Background: an optimization exercise with open tools, aiming at small area and a short achievable clock period. Do not read the settings as production practice. At most, simulation tests tie the RTL to the original design; equivalence was not proved.

== the baseline ==
==> flow/design.v <==
module CS(clk, reset, X, Y);
	input clk, reset;
	input [7:0] X;
	output [9:0] Y;
	reg [7:0] X9;                    
	reg rq;                          
	reg [7:0] P1, P2, P3, P4, P5, P6, P7, P8;
	reg [10:0] T;                    
	reg [3:0] cnt;                   
	reg [9:0] Y;
	wire [9:0] Yn;                   
	always @(negedge clk) begin
		X9 <= X;
		rq <= reset;
	end
	wire [7:0] sub = (cnt[3] ? P1 : 8'd0);
	wire [10:0] Tn;
	wire [11:0] S;
	wire [10:0] Ta;
	radd #(11) u_s(T, {3'b000, X9}, 1'b0, S[10:0], S[11]);
	wire tc;
	radd #(11) u_t(S[10:0], {3'b111, ~sub}, 1'b1, Tn, tc);
	always @(posedge clk) begin
		P1 <= P2; P2 <= P3; P3 <= P4; P4 <= P5;
		P5 <= P6; P6 <= P7; P7 <= P8; P8 <= X9;
		if (rq) begin
			T <= 11'd0;
			cnt <= 4'd0;
		end else begin
			T <= Tn;
			if (cnt != 4'd9)
				cnt <= cnt + 4'd1;
		end
		Y <= Yn;
	end
	wire [5:0] s1 = S[11:6];
	wire [6:0] v;
	radd #(6) u_v(s1, S[5:0], 1'b0, v[5:0], v[6]);
	reg [3:0] q2;
	always @(*) begin
		if (v >= 7'd90) q2 = 4'd10;
		else if (v >= 7'd81) q2 = 4'd9;
		else if (v >= 7'd72) q2 = 4'd8;
		else if (v >= 7'd63) q2 = 4'd7;
		else if (v >= 7'd54) q2 = 4'd6;
		else if (v >= 7'd45) q2 = 4'd5;
		else if (v >= 7'd36) q2 = 4'd4;
		else if (v >= 7'd27) q2 = 4'd3;
		else if (v >= 7'd18) q2 = 4'd2;
		else if (v >= 7'd9) q2 = 4'd1;
		else q2 = 4'd0;
	end
	wire [6:0] dq;                   
	wire dqc;
	radd #(6) u_dq({2'b00, q2}, ~s1, 1'b1, dq[5:0], dqc);
	assign dq[6] = ~dqc;
	wire [7:0] avg;
	wire ac;
	assign avg[2:0] = dq[2:0];
	radd #(5) u_avg(s1[4:0], {dq[6], dq[6:3]}, 1'b0, avg[7:3], ac);
	wire [8:0] le;
	cmple u_c1(P1, avg, le[0]);
	cmple u_c2(P2, avg, le[1]);
	cmple u_c3(P3, avg, le[2]);
	cmple u_c4(P4, avg, le[3]);
	cmple u_c5(P5, avg, le[4]);
	cmple u_c6(P6, avg, le[5]);
	cmple u_c7(P7, avg, le[6]);
	cmple u_c8(P8, avg, le[7]);
	cmple u_c9(X9, avg, le[8]);
	wire [71:0] w = {X9, P8, P7, P6, P5, P4, P3, P2, P1};
	reg [8:0] c, hh, x1, x0, bh, bl;
	reg [7:0] appr;
	reg ah_, al_;
	integer i, m;
	always @(*) begin
		c = le;
		for (m = 3; m >= 0; m = m - 1) begin
			for (i = 0; i < 9; i = i + 1) begin
				bh[i] = w[8*i + 2*m + 1];
				bl[i] = w[8*i + 2*m];
			end
			hh = c & bh;
			ah_ = |hh;
			x1 = hh & bl;
			x0 = c & bl;
			al_ = ah_ ? |x1 : |x0;
			appr[2*m+1] = ah_;
			appr[2*m] = al_;
			c = ah_ ? (al_ ? x1 : hh) : (al_ ? x0 : c);
		end
	end
	wire [4:0] ah = appr[7:3];
	wire [2:0] al = appr[2:0];
	wire [9:0] W;
	wire [9:0] W1;                    
	wire w1c, wc;
	radd #(9) u_w1(S[11:3], {4'b0000, ah}, 1'b0, W1[8:0], w1c);
	assign W1[9] = w1c;
	radd #(7) u_w(W1[9:3], {2'b00, ah}, 1'b0, W[9:3], wc);
	assign W[2:0] = W1[2:0];
	wire [2:0] cbs;
	wire cb;
	radd #(3) u_cb(S[2:0], al, 1'b0, cbs, cb);
	wire [2:0] L;
	wire lc;
	radd #(3) u_l(W[2:0], al, cb, L, lc);
	wire [6:0] Winc = W[9:3] + 7'd1;
	assign Yn = {lc ? Winc : W[9:3], L};
endmodule
module radd #(parameter W = 8) (a, b, ci, s, co);
	input [W-1:0] a, b;
	input ci;
	output [W-1:0] s;
	output co;
	wire [W:0] c;
	assign c[0] = ci;
	genvar i;
	generate for (i = 0; i < W; i = i + 1) begin : f
		assign s[i] = a[i] ^ b[i] ^ c[i];
		assign c[i+1] = (a[i] & b[i]) | (a[i] & c[i]) | (b[i] & c[i]);
	end endgenerate
	assign co = c[W];
endmodule
module cmple(x, y, le);
	input [7:0] x, y;
	output le;
	wire [8:0] br;
	assign br[0] = 1'b0;
	genvar k;
	generate for (k = 0; k < 8; k = k + 1) begin : h
		assign br[k+1] = (~y[k] & x[k]) | (~y[k] & br[k]) | (x[k] & br[k]);
	end endgenerate
	assign le = ~br[8];
endmodule
export LEC_CHECK = 0
export CAP_MARGIN = 20
export CORE_MARGIN = 2
export CORE_UTILIZATION = 40
export SLEW_MARGIN = 20
create_clock -name core_clock -period 70.0 [get_ports {clk}]
standard.sh (not shown) runs the stock make flow with config.mk's settings and CLKGATE_MAP_FILE= SYNTH_SCRIPT=/design/flow/synth_recipe.tcl, a recipe that flattens the netlist after the stock synthesis.
==> flow/flow/run.sh <==
#!/bin/bash
# Own flow: the standard layout (standard.sh) with these changes:
# - synthesis maps the logic with an area-oriented ABC script (flow/area.abc)
#   and does not extract full/half adder cells; registers are mapped exactly
#   as in the standard synthesis (flow/synth.tcl);
# - ports are buffered with buf_1 and the clock tree uses clkbuf_4/clkbuf_8.
set -euo pipefail
here=$(pwd)
export OWN_ABC_SCRIPT=$here/flow/area.abc
bash standard.sh SYNTH_SCRIPT=$here/flow/synth.tcl ADDER_MAP_FILE= BUFFER_PORTS_ARGS="-buffer_cell sky130_fd_sc_hd__buf_1" CTS_BUF_LIST="sky130_fd_sc_hd__clkbuf_4 sky130_fd_sc_hd__clkbuf_8"  finish > $here/flow_make.log 2>&1
==> flow/flow/area.abc <==
strash
ifraig
resub -K 8 -N 2
refactor -z
rewrite -z
dch -f
amap
topo
==> flow/flow/synth.tcl <==
# Standard synthesis (synth_recipe.tcl) with one change: ABC maps with an
# area-oriented script (flow/area.abc) instead of ORFS's own.
proc synth {args} { yosys synth -nofsm -noshare {*}$args }
proc abc {args} {
  set i [lsearch -exact $args -script]
  if {$i >= 0} { lset args [expr {$i + 1}] $::env(OWN_ABC_SCRIPT) }
  yosys abc {*}$args
}
source $::env(SCRIPTS_DIR)/synth.tcl
# left out here: clear keep_hierarchy, flatten, clean up, hide names made inside functions, write 1_2_yosys.v
Relative to the baseline, the following input files were edited for the candidate:
--- a/flow/design.v
+++ b/flow/design.v
@@ -65,34 +65,30 @@
 	cmple u_c4(P4, avg, le[3]);
 	cmple u_c5(P5, avg, le[4]);
 	cmple u_c6(P6, avg, le[5]);
 	cmple u_c7(P7, avg, le[6]);
 	cmple u_c8(P8, avg, le[7]);
 	cmple u_c9(X9, avg, le[8]);
-	wire [71:0] w = {X9, P8, P7, P6, P5, P4, P3, P2, P1};
-	reg [8:0] c, hh, x1, x0, bh, bl;
-	reg [7:0] appr;
-	reg ah_, al_;
-	integer i, m;
-	always @(*) begin
-		c = le;
-		for (m = 3; m >= 0; m = m - 1) begin
-			for (i = 0; i < 9; i = i + 1) begin
-				bh[i] = w[8*i + 2*m + 1];
-				bl[i] = w[8*i + 2*m];
-			end
-			hh = c & bh;
-			ah_ = |hh;
-			x1 = hh & bl;
-			x0 = c & bl;
-			al_ = ah_ ? |x1 : |x0;
-			appr[2*m+1] = ah_;
-			appr[2*m] = al_;
-			c = ah_ ? (al_ ? x1 : hh) : (al_ ? x0 : c);
-		end
-	end
+	wire [8:0] b7 = {X9[7], P8[7], P7[7], P6[7], P5[7], P4[7], P3[7], P2[7], P1[7]};
+	wire [8:0] b6 = {X9[6], P8[6], P7[6], P6[6], P5[6], P4[6], P3[6], P2[6], P1[6]};
+	wire [8:0] b5 = {X9[5], P8[5], P7[5], P6[5], P5[5], P4[5], P3[5], P2[5], P1[5]};
+	wire [8:0] b4 = {X9[4], P8[4], P7[4], P6[4], P5[4], P4[4], P3[4], P2[4], P1[4]};
+	wire [8:0] b3 = {X9[3], P8[3], P7[3], P6[3], P5[3], P4[3], P3[3], P2[3], P1[3]};
+	wire [8:0] b2 = {X9[2], P8[2], P7[2], P6[2], P5[2], P4[2], P3[2], P2[2], P1[2]};
+	wire [8:0] b1 = {X9[1], P8[1], P7[1], P6[1], P5[1], P4[1], P3[1], P2[1], P1[1]};
+	wire [8:0] b0 = {X9[0], P8[0], P7[0], P6[0], P5[0], P4[0], P3[0], P2[0], P1[0]};
+	wire [8:0] c7 = le;
+	wire a7 = |(c7 & b7); wire [8:0] c6 = c7 & (b7 | {9{~a7}});
+	wire a6 = |(c6 & b6); wire [8:0] c5 = c6 & (b6 | {9{~a6}});
+	wire a5 = |(c5 & b5); wire [8:0] c4 = c5 & (b5 | {9{~a5}});
+	wire a4 = |(c4 & b4); wire [8:0] c3 = c4 & (b4 | {9{~a4}});
+	wire a3 = |(c3 & b3); wire [8:0] c2 = c3 & (b3 | {9{~a3}});
+	wire a2 = |(c2 & b2); wire [8:0] c1 = c2 & (b2 | {9{~a2}});
+	wire a1 = |(c1 & b1); wire [8:0] c0 = c1 & (b1 | {9{~a1}});
+	wire a0 = |(c0 & b0);
+	wire [7:0] appr = {a7, a6, a5, a4, a3, a2, a1, a0};
 	wire [4:0] ah = appr[7:3];
 	wire [2:0] al = appr[2:0];
 	wire [9:0] W;
 	wire [9:0] W1;                    
 	wire w1c, wc;
 	radd #(9) u_w1(S[11:3], {4'b0000, ah}, 1'b0, W1[8:0], w1c);
==> comparison <==
- The candidate vs. the baseline: total buffers and inverters traversed by the critical path lost 2, critical path depth picked up an extra 1, count of cells along the worst register-to-register path picked up an extra 1, residual antenna-violating net count after detailed routing neither gained nor lost much.
- Summary of the candidate over the baseline: total half-perimeter wirelength after legalization and detailed placement -about 17%.
- There was hardly any difference in final hold slack between the candidate and the baseline.
No functional check of the RTL was part of the baseline.
